From an optimization exercise on the open Yosys and OpenROAD flow, aimed at a short achievable clock period and few clock cycles; shortcuts taken in it are not production practice. Where RTL was checked, it was by simulation tests only, not by an equivalence proof against the original. No activity file was given, so power comes from the tool's default toggle rates.

## job 101
Design mips, start of the top module:
module mips(input  logic        clk, reset,
            output logic [31:0] pc,
            input  logic [31:0] instr,
            output logic        memwrite,
            output logic [31:0] aluout, writedata,
            input  logic [31:0] readdata);
==> flow/config.mk <==
export PLATFORM = sky130hd
export DESIGN_NAME = mips
export DESIGN_NICKNAME = mips
export VERILOG_FILES = /design/flow/design.v
export SDC_FILE = /design/flow/constraint.sdc
export NUM_CORES = 4
export LEC_CHECK = 0
export CAP_MARGIN = 20
export CORE_MARGIN = 2
export CORE_UTILIZATION = 40
export PLACE_DENSITY = 0.65
export SETUP_SLACK_MARGIN = 5
export SLEW_MARGIN = 20
==> flow/constraint.sdc <==
create_clock -name core_clock -period 9.0 [get_ports {clk}]
set_input_delay 1.8000 -clock core_clock [delete_from_list [all_inputs] [get_ports {clk}]]
set_output_delay 1.8000 -clock core_clock [all_outputs]
set_load 0.01 [all_outputs]
standard.sh (not shown) runs the stock make flow with config.mk's settings and CLKGATE_MAP_FILE= SYNTH_SCRIPT=/design/flow/synth_recipe.tcl, a recipe that flattens the netlist after the stock synthesis.
==> flow/flow/run.sh <==
#!/bin/bash
# Standard ORFS layout (the standard.sh) with these changes to how it is
# made (constraints unchanged):
#  - ports are buffered with buf_4 instead of the default delay buffer, and
#    the resizer may change a cell's footprint.
set -euo pipefail
bash standard.sh finish SETUP_SLACK_MARGIN=6.6 MATCH_CELL_FOOTPRINT=0 \
  "BUFFER_PORTS_ARGS=-buffer_cell sky130_fd_sc_hd__buf_4" CTS_CLUSTER_SIZE=20 CTS_CLUSTER_DIAMETER=60 > make_finish.log 2>&1
Both conditions hold for job 101: the flow ran to the end and the final layout passed the timing, design-rule and antenna checks.
Testbench counts of job 101, summed over its fixed seeds: cycles 11,864.
### job 101 -> job 102
-- flow/design.v --
<<< job 101, line 36
  logic [31:0] aluM, sdM;
  logic [31:0] aluQ;      
  logic        brGtM, jrM, gtM, predM;
  logic [31:0] altM, jrsumM;
  logic [31:0] rf [1:31];
  logic [31:0] resultM;
>>> job 102, line 36
  logic [31:0] aluM, sdM;
  logic [31:0] aluQ;      
  logic [31:0] rf [1:31];
  logic [31:0] resultM;
<<< job 101, line 52
  always_ff @(posedge clk, posedge reset)
    if (reset)      one <= '0;
    else if (regwM) one[destM] <= (resultM == 32'd1);
  assign aluout    = aluQ;
  assign writedata = sdM;
>>> job 102, line 50
  always_ff @(posedge clk, posedge reset)
    if (reset)      one <= '0;
    else if (regwM) one[destM] <= (ldtM == 2'd0) & (aluM == 32'd1);
  assign aluout    = aluQ;
  assign writedata = sdM;
<<< job 101, line 83
  logic        redirM;
  logic [31:0] tgtM;
  assign redirM = brGtM & (gtM ^ predM) | jrM;
  assign tgtM   = jrM ? jrsumM : altM;
  logic [5:0]  opD, fnD;
  logic [4:0]  rsD, rtD, rdD, destD;
>>> job 102, line 81
  logic        redirM;
  logic [31:0] tgtM;
  logic [5:0]  opD, fnD;
  logic [4:0]  rsD, rtD, rdD, destD;
<<< job 101, line 182
  assign pcinc = pcF[31:2] + 30'd1;
  assign pc4F = {pcinc, pcF[1:0]};
  assign isJF  = (opF == OP_J);
  assign predF = ((opF == OP_BEQ)  & ((instr[25:21] == instr[20:16]) | instr[15])) |
                 ((opF == OP_BGTZ) & ((instr[20:16] == 5'd0) | instr[15]));
  assign jtgtF = {pc4F[31:28], instr[25:0], 2'b00};
  logic [7:0]  btlo;
>>> job 102, line 178
  assign pcinc = pcF[31:2] + 30'd1;
  assign pc4F = {pcinc, pcF[1:0]};
  logic        bgtzF, beqF;
  assign isJF  = opF[1] & ~opF[0] & ~opF[3];
  assign bgtzF = opF[2] & opF[0];
  assign beqF  = opF[2] & ~opF[0] & ~opF[3] & ~opF[5];
  assign predF = (beqF  & ((instr[25:21] == instr[20:16]) | instr[15])) |
                 (bgtzF & ((instr[20:16] == 5'd0) | instr[15]));
  assign jtgtF = {pc4F[31:28], instr[25:0], 2'b00};
  logic [7:0]  btlo;
<<< job 101, line 259
  always_ff @(posedge clk, posedge reset)
    if (reset) begin
      regwM <= 1'b0;
      memwM <= 1'b0;
      brGtM <= 1'b0;
      jrM   <= 1'b0;
    end else begin
      regwM <= validE & regwE & ~redirM;
      memwM <= validE & memwE & ~redirM;
      brGtM <= validE & brGtE & ~redirM;
      jrM   <= validE & jrE & ~redirM;
    end
  always_ff @(posedge clk) begin
>>> job 102, line 258
  always_ff @(posedge clk, posedge reset)
    if (reset) begin
      regwM  <= 1'b0;
      memwM  <= 1'b0;
      redirM <= 1'b0;
    end else begin
      regwM  <= validE & regwE & ~redirM;
      memwM  <= validE & memwE & ~redirM;
      redirM <= validE & ~redirM & (jrE | (brGtE & (a_gt_b ^ predE)));
    end
  always_ff @(posedge clk) begin
<<< job 101, line 275
    aluQ  <= sum;
    sdM   <= sd;
    gtM    <= a_gt_b;
    predM  <= predE;
    altM   <= altE;
    jrsumM <= jrsum;
  end
endmodule
>>> job 102, line 272
    aluQ  <= sum;
    sdM   <= sd;
    tgtM   <= jrE ? jrsum : altE;
  end
endmodule
==> results.txt <==
- Comparing job 102 and job 101, the lower share of total power in sequential cells was measured on job 102.
- According to the power report, total power for job 102 is lower than for job 101.
- Summary of the comparison: register share of the cell area is lower in job 102, relative to job 101.
- Compared with job 101, job 102 shows a area of combinational cells with multiple inputs that is about 3% higher.
- Compared with job 101, flip-flop and latch area in job 102 decreased slightly.
- For the area added between synthesis and finish, job 102 came in 1.0 points higher than job 101 did.
- Clock power shrinks by a few percent when moving from job 101 to job 102.
- Relative to job 101, the die outline area measured on job 102 has decreased slightly.
- Clock skew, job 102 and job 101, higher one = job 101.
- Between job 102 and job 101, the achievable frequency is higher for job 101.
- Between job 102 and job 101, utilization of the core after routing is lower for job 101, job 102 comes in above that.
- Of job 102 and job 101, it is job 102 that has the lower worst relative slew slack.
No functional check of the RTL was part of job 102.

* * *

The RTL this note starts from:
==> flow/design.v <==
module mips(input  logic        clk, reset,
            output logic [31:0] pc,
            input  logic [31:0] instr,
            output logic        memwrite,
            output logic [31:0] aluout, writedata,
            input  logic [31:0] readdata);
  localparam logic [5:0] OP_R    = 6'b000000;
  localparam logic [5:0] OP_J    = 6'b000010;
  localparam logic [5:0] OP_BEQ  = 6'b000100;
  localparam logic [5:0] OP_BGTZ = 6'b000111;
  localparam logic [5:0] OP_ADDI = 6'b001000;
  localparam logic [5:0] OP_ANDI = 6'b001100;
  localparam logic [5:0] OP_XORI = 6'b001110;
  localparam logic [5:0] OP_LH   = 6'b100001;
  localparam logic [5:0] OP_LW   = 6'b100011;
  localparam logic [5:0] OP_LHU  = 6'b100100;
  localparam logic [5:0] OP_SW   = 6'b101011;
  logic [31:0] pcF;
  logic        validD, predD, crossD, longD, btcD;
  logic [7:0]  btloD;
  logic [21:0] hiD;
  logic [31:0] irD, pc4D;
  logic        validE;
  logic        regwE, memwE, loadE, brEqE, brGtE, jrE, predE, xE;
  logic        selAdd, selAnd, selOr, selXor, selSlt, selSrl, subE;
  logic [1:0]  ldtE;
  logic [4:0]  destE, shamtE;
  logic [31:0] opAE, opBE, sdE, altE;
  logic        constE;    
  logic [31:0] cvalE;
  logic        regwM, memwM;
  logic [1:0]  ldtM;      
  logic [4:0]  destM;
  logic [31:0] aluM, sdM;
  logic [31:0] aluQ;      
  logic        brGtM, jrM, gtM, predM;
  logic [31:0] altM, jrsumM;
  logic [31:0] rf [1:31];
  logic [31:0] resultM;
  always_comb
    case (ldtM)
      2'd1:    resultM = readdata;
      2'd2:    resultM = {{16{readdata[15]}}, readdata[15:0]};
      2'd3:    resultM = {24'b0, readdata[7:0]};
      default: resultM = aluM;
    endcase
  always_ff @(posedge clk)
    if (regwM) rf[destM] <= resultM;
  assign aluout    = aluQ;
  assign writedata = sdM;
  assign memwrite  = memwM;
  logic [31:0] a, b, sd, sum, alures;
  logic        taken, redirE;
  logic [31:0] tgtE;
  assign a  = opAE;
  assign b  = opBE;
  assign sd = sdE;
  logic [32:0] sumx;
  assign sumx = {a, 1'b1} + {b, subE};
  assign sum  = sumx[32:1];
  logic [31:0] pE, cE, logres;
  assign logres = ({32{selAnd}} & (a & b))
                | ({32{selOr}}  & (a | b))
                | ({32{selXor}} & (a ^ b))
                | ({32{selSrl}} & (b >> shamtE));
  assign pE = a ^ b;
  assign cE = sum ^ pE;
  fwdsel u_alures(.px(pE), .c(cE), .sltx(sum[31]), .fs(selAdd), .fl(selSlt),
                  .rest(logres), .y(alures));
  logic [31:0] jrsum;
  logic        a_gt_b;
  assign jrsum = a + b;
  assign a_gt_b = (a > b);
  assign taken  = (a == b);
  assign redirE = validE & brEqE & (taken ^ xE) & ~redirM;
  assign tgtE   = altE;
  logic        redirM;
  logic [31:0] tgtM;
  assign redirM = brGtM & (gtM ^ predM) | jrM;
  assign tgtM   = jrM ? jrsumM : altM;
  logic [5:0]  opD, fnD;
  logic [4:0]  rsD, rtD, rdD, destD;
  logic [31:0] seD, zeD, rsv, rtv;
  logic        isR, isJR, isLoad, isSW, isBEQ, isBGTZ, isADDI, isANDI, isXORI;
  logic        useRt, regwD, stall;
  assign opD = irD[31:26];
  assign fnD = irD[5:0];
  assign rsD = irD[25:21];
  assign rtD = irD[20:16];
  assign rdD = irD[15:11];
  assign seD = {{16{irD[15]}}, irD[15:0]};
  assign zeD = {16'b0, irD[15:0]};
  assign isR    = (opD == OP_R);
  assign isJR   = isR & (fnD == 6'b001000);
  assign isLoad = (opD == OP_LW) | (opD == OP_LH) | (opD == OP_LHU);
  assign isSW   = (opD == OP_SW);
  assign isBEQ  = (opD == OP_BEQ);
  assign isBGTZ = (opD == OP_BGTZ);
  assign isADDI = (opD == OP_ADDI);
  assign isANDI = (opD == OP_ANDI);
  assign isXORI = (opD == OP_XORI);
  assign useRt = isR | isBEQ | isBGTZ | isSW;
  logic invD;
  assign invD = isR & ((fnD == 6'b100010) | (fnD == 6'b101010));
  assign destD = isR ? rdD : rtD;
  assign regwD = ((isR & ~isJR) | isLoad | isADDI | isANDI | isXORI) & (destD != 5'd0);
  assign rsv = (rsD == 5'd0) ? 32'b0 : (regwM & (destM == rsD)) ? resultM : rf[rsD];
  assign rtv = (rtD == 5'd0) ? 32'b0 : (regwM & (destM == rtD)) ? resultM : rf[rtD];
  logic hitA, hitB;
  logic matchA, matchB;
  assign matchA = validE & regwE & (destE == rsD);
  assign matchB = validE & regwE & (destE == rtD);
  assign hitA   = matchA & ~loadE;
  assign hitB   = matchB & ~loadE;
  assign stall = validD & loadE & ((matchA & (opD != OP_J)) | (useRt & matchB));
  logic        immB;
  logic [31:0] immv, restA, restB, restS, nextA, nextB, nextS;
  assign immB  = isLoad | isSW | isADDI | isANDI | isXORI;
  assign immv  = (isANDI | isXORI) ? zeD : seD;
  assign restA = hitA ? logres : rsv;
  assign restS = hitB ? logres : rtv;
  assign restB = immB ? immv : ({32{invD}} ^ restS);
  fwdsel u_nextA(.px(pE), .c(cE), .sltx(sum[31]), .fs(hitA & selAdd),
                 .fl(hitA & selSlt), .rest(restA), .y(nextA));
  fwdsel u_nextB(.px(pE ^ {32{invD}}), .c(cE), .sltx(sum[31] ^ invD),
                 .fs(~immB & hitB & selAdd), .fl(~immB & hitB & selSlt),
                 .rest(restB), .y(nextB));
  fwdsel u_nextS(.px(pE), .c(cE), .sltx(sum[31]), .fs(hitB & selAdd),
                 .fl(hitB & selSlt), .rest(restS), .y(nextS));
  logic        eA, eB, mA, mB, zA, zB;
  logic        cA, cB, aA, aB;        
  logic        jrFast;
  logic [31:0] ceam, jrtgtD, dtgt;
  assign zA = (rsD == 5'd0);
  assign zB = (rtD == 5'd0);
  assign eA = validE & regwE & (destE == rsD);
  assign eB = validE & regwE & (destE == rtD);
  assign mA = regwM & (destM == rsD);
  assign mB = regwM & (destM == rtD);
  assign cA = ~zA & eA & constE;
  assign cB = ~zB & eB & constE;
  assign aA = ~zA & ~eA & mA & (ldtM == 2'd0);
  assign aB = ~zB & ~eB & mB & (ldtM == 2'd0);
  assign jrFast = isJR & (zA | cA | aA) & (zB | cB | aB);
  assign ceam = cvalE + aluM;
  always_comb
    case ({cA, aA, cB, aB})
      4'b1000, 4'b0010: jrtgtD = cvalE;
      4'b0100, 4'b0001: jrtgtD = aluM;
      4'b1001, 4'b0110: jrtgtD = ceam;
      4'b1010:          jrtgtD = {cvalE[30:0], 1'b0};
      4'b0101:          jrtgtD = {aluM[30:0], 1'b0};
      default:          jrtgtD = 32'b0;
    endcase
  logic        predEff;
  assign predEff = predD & ~longD;
  logic [21:0] hiP, hiM;
  logic [31:0] fixTgt;
  assign hiP    = hiD + 22'd1;
  assign hiM    = hiD - 22'd1;
  assign fixTgt = {btcD ? hiP : hiM, btloD, 2'b00};
  logic        rLong, rCross, redirD;
  assign rLong  = longD;
  assign rCross = crossD;
  assign redirD = validD & ~stall & (rLong | rCross | jrFast);
  assign dtgt   = jrFast ? jrtgtD : rCross ? fixTgt : pc4D;
  logic [31:0] brtgtD;
  assign brtgtD[31:2] = pc4D[31:2] + seD[29:0];
  assign brtgtD[1:0] = pc4D[1:0];
  logic [31:0] pc4F, jtgtF, btgtF;
  logic [5:0]  opF;
  logic        isJF, predF;
  assign opF   = instr[31:26];
  logic [29:0] pcinc;
  assign pcinc = pcF[31:2] + 30'd1;
  assign pc4F = {pcinc, pcF[1:0]};
  assign isJF  = (opF == OP_J);
  assign predF = ((opF == OP_BEQ)  & ((instr[25:21] == instr[20:16]) | instr[15])) |
                 ((opF == OP_BGTZ) & ((instr[20:16] == 5'd0) | instr[15]));
  assign jtgtF = {pc4F[31:28], instr[25:0], 2'b00};
  logic [7:0]  btlo;
  logic        btc, shortF;
  logic [9:0] btsum;
  assign btsum = {1'b0, pcF[9:2], 1'b1} + {1'b0, instr[7:0], 1'b1};
  assign btlo  = btsum[8:1];
  assign btc   = btsum[9];
  assign btgtF = {pcF[31:10], btlo, pcF[1:0]};
  assign shortF = (instr[15:8] == {8{instr[7]}});
  assign pc = pcF;
  logic [31:0] pcbase, pcnext;
  logic        ovr, selJ, selB;
  assign ovr    = redirM | stall | redirD;
  assign pcbase = redirM ? tgtM : stall ? pcF : dtgt;
  assign selJ   = isJF;
  assign selB   = predF & ~isJF;
  pcsel u_pcsel(.etgt(tgtE), .base(pcbase), .jtgt(jtgtF), .btgt(btgtF), .p4(pc4F),
                .rede(redirE), .ovr(ovr), .selj(selJ), .selb(selB), .y(pcnext));
  always_ff @(posedge clk, posedge reset)
    if (reset) pcF <= 32'b0;
    else       pcF <= pcnext;
  always_ff @(posedge clk, posedge reset)
    if (reset)       validD <= 1'b0;
    else if (redirM | redirE) validD <= 1'b0;
    else if (!stall) validD <= ~redirD;
  always_ff @(posedge clk)
    if (!stall) begin
      irD   <= instr;
      pc4D  <= pc4F;
      predD <= predF;
      crossD <= predF & shortF & (btc != instr[7]);
      longD  <= predF & ~shortF;
      btloD  <= btlo;
      btcD   <= btc;
      hiD    <= pcF[31:10];
    end
  logic killE;
  assign killE = redirM | redirE | stall | ~validD;
  always_ff @(posedge clk, posedge reset)
    if (reset) validE <= 1'b0;
    else       validE <= ~killE;
  always_ff @(posedge clk) begin
    regwE  <= regwD;
    memwE  <= isSW;
    loadE  <= isLoad;
    brEqE  <= isBEQ | (isBGTZ & (rtD == 5'd0));
    brGtE  <= isBGTZ & (rtD != 5'd0);
    xE     <= isBEQ ? predEff : ~predEff;
    jrE    <= isJR & ~jrFast;
    constE <= (isADDI | isANDI | isXORI) & (rsD == 5'd0);
    cvalE  <= isADDI ? seD : isXORI ? zeD : 32'b0;
    predE  <= predEff;
    ldtE   <= (opD == OP_LW) ? 2'd1 : (opD == OP_LH) ? 2'd2 : (opD == OP_LHU) ? 2'd3 : 2'd0;
    destE  <= destD;
    shamtE <= irD[10:6];
    subE   <= invD;
    selAdd <= isLoad | isSW | isADDI | (isR & ((fnD == 6'b100000) | (fnD == 6'b100010)));
    selAnd <= isANDI | (isR & (fnD == 6'b100100));
    selOr  <= isR & (fnD == 6'b100101);
    selXor <= isXORI;
    selSlt <= isR & (fnD == 6'b101010);
    selSrl <= isR & (fnD == 6'b000010);
    opAE   <= nextA;
    opBE   <= nextB;
    sdE    <= nextS;
    altE   <= predEff ? pc4D : brtgtD;
  end
  always_ff @(posedge clk, posedge reset)
    if (reset) begin
      regwM <= 1'b0;
      memwM <= 1'b0;
      brGtM <= 1'b0;
      jrM   <= 1'b0;
    end else begin
      regwM <= validE & regwE & ~redirM;
      memwM <= validE & memwE & ~redirM;
      brGtM <= validE & brGtE & ~redirM;
      jrM   <= validE & jrE & ~redirM;
    end
  always_ff @(posedge clk) begin
    ldtM  <= ldtE;
    destM <= destE;
    aluM  <= alures;
    aluQ  <= sum;
    sdM   <= sd;
    gtM    <= a_gt_b;
    predM  <= predE;
    altM   <= altE;
    jrsumM <= jrsum;
  end
endmodule
module fwdsel(input  logic [31:0] px, c, rest,
              input  logic        sltx, fs, fl,
              output logic [31:0] y);
  assign y[31:1] = fs ? (px[31:1] ^ c[31:1]) : rest[31:1];
  assign y[0]    = fs ? (px[0] ^ c[0]) : fl ? sltx : rest[0];
endmodule
module pcsel(input  logic [31:0] etgt, base, jtgt, btgt, p4,
             input  logic        rede, ovr, selj, selb,
             output logic [31:0] y);
  assign y = rede ? etgt : ovr ? base : selj ? jtgt : selb ? btgt : p4;
endmodule
export LEC_CHECK = 0
export CAP_MARGIN = 20
export CORE_MARGIN = 2
export CORE_UTILIZATION = 40
export SETUP_SLACK_MARGIN = 5
export SLEW_MARGIN = 20
create_clock -name core_clock -period 9.0 [get_ports {clk}]
Scripts as last shown in full above: flow/flow/run.sh
Change:
--- a/flow/design.v
+++ b/flow/design.v
@@ -16,9 +16,8 @@
   localparam logic [5:0] OP_LHU  = 6'b100100;
   localparam logic [5:0] OP_SW   = 6'b101011;
   logic [31:0] pcF;
-  logic        validD, predD, crossD, longD, btcD;
-  logic [7:0]  btloD;
-  logic [21:0] hiD;
+  logic        validD, predD, crossD, longD;
+  logic [31:0] fixTgt;
   logic [31:0] irD, pc4D;
   logic        validE;
   logic        regwE, memwE, loadE, brEqE, brGtE, jrE, predE, xE;
@@ -154,11 +153,6 @@
     endcase
   logic        predEff;
   assign predEff = predD & ~longD;
-  logic [21:0] hiP, hiM;
-  logic [31:0] fixTgt;
-  assign hiP    = hiD + 22'd1;
-  assign hiM    = hiD - 22'd1;
-  assign fixTgt = {btcD ? hiP : hiM, btloD, 2'b00};
   logic        rLong, rCross, redirD;
   assign rLong  = longD;
   assign rCross = crossD;
@@ -185,6 +179,9 @@
   assign btlo  = btsum[8:1];
   assign btc   = btsum[9];
   assign btgtF = {pcF[31:10], btlo, pcF[1:0]};
+  logic [21:0] hiPF, hiMF;
+  assign hiPF  = pcF[31:10] + 22'd1;
+  assign hiMF  = pcF[31:10] - 22'd1;
   assign shortF = (instr[15:8] == {8{instr[7]}});
   assign pc = pcF;
   logic [31:0] pcbase, pcnext;
@@ -209,9 +206,7 @@
       predD <= predF;
       crossD <= predF & shortF & (btc != instr[7]);
       longD  <= predF & ~shortF;
-      btloD  <= btlo;
-      btcD   <= btc;
-      hiD    <= pcF[31:10];
+      fixTgt <= {btc ? hiPF : hiMF, btlo, pcF[1:0]};
     end
   logic killE;
   assign killE = redirM | redirE | stall | ~validD;
Outcome: Die area is about the same. Flip-flop and latch count shrinks by 1. Sequential share of layout area grows by 0.45 points. Routed wire length goes down by 5.6%. Total power shrinks by 2.3%. Sequential power grows by about 0.8%. Global-route usage decreases by 1.9 points.
No functional check of the RTL was part of any run of this note.

==> static timing again, ports no longer ideal <==
No port has a modelled driver above. Below, the same layouts with a new extraction and two added sets of constraints.
Step 1: set_driving_cell puts a clkbuf_16 on clk and a buf_2 on each other input, an assumption about the parent block.
Step 2 also shifts input and output timing later by t, the mid clock arrival at the registers, as if the neighbouring blocks saw the same clock.
Slacks: ideal / step 1 / step 2; pairs: ideal / step 1.
run	shift t [ns]	slack for setup (ns)	clock arrival spread, ns
job 101	0.912	5.667 / 5.589 / 4.840	0.116 / 0.116
job 102	0.903	5.556 / 5.556 / 4.693	0.074 / 0.074
the first run of note 2	0.895	5.662 / 5.657 / 4.886	0.077 / 0.077
the second run of note 2	0.882	3.884 / 3.936 / 3.054	0.062 / 0.062
After both steps setup and hold are still met in every run listed. For job 102, which loses most, drivers alone change the setup slack by 0.000 ns; drivers and shift together by -0.863 ns.
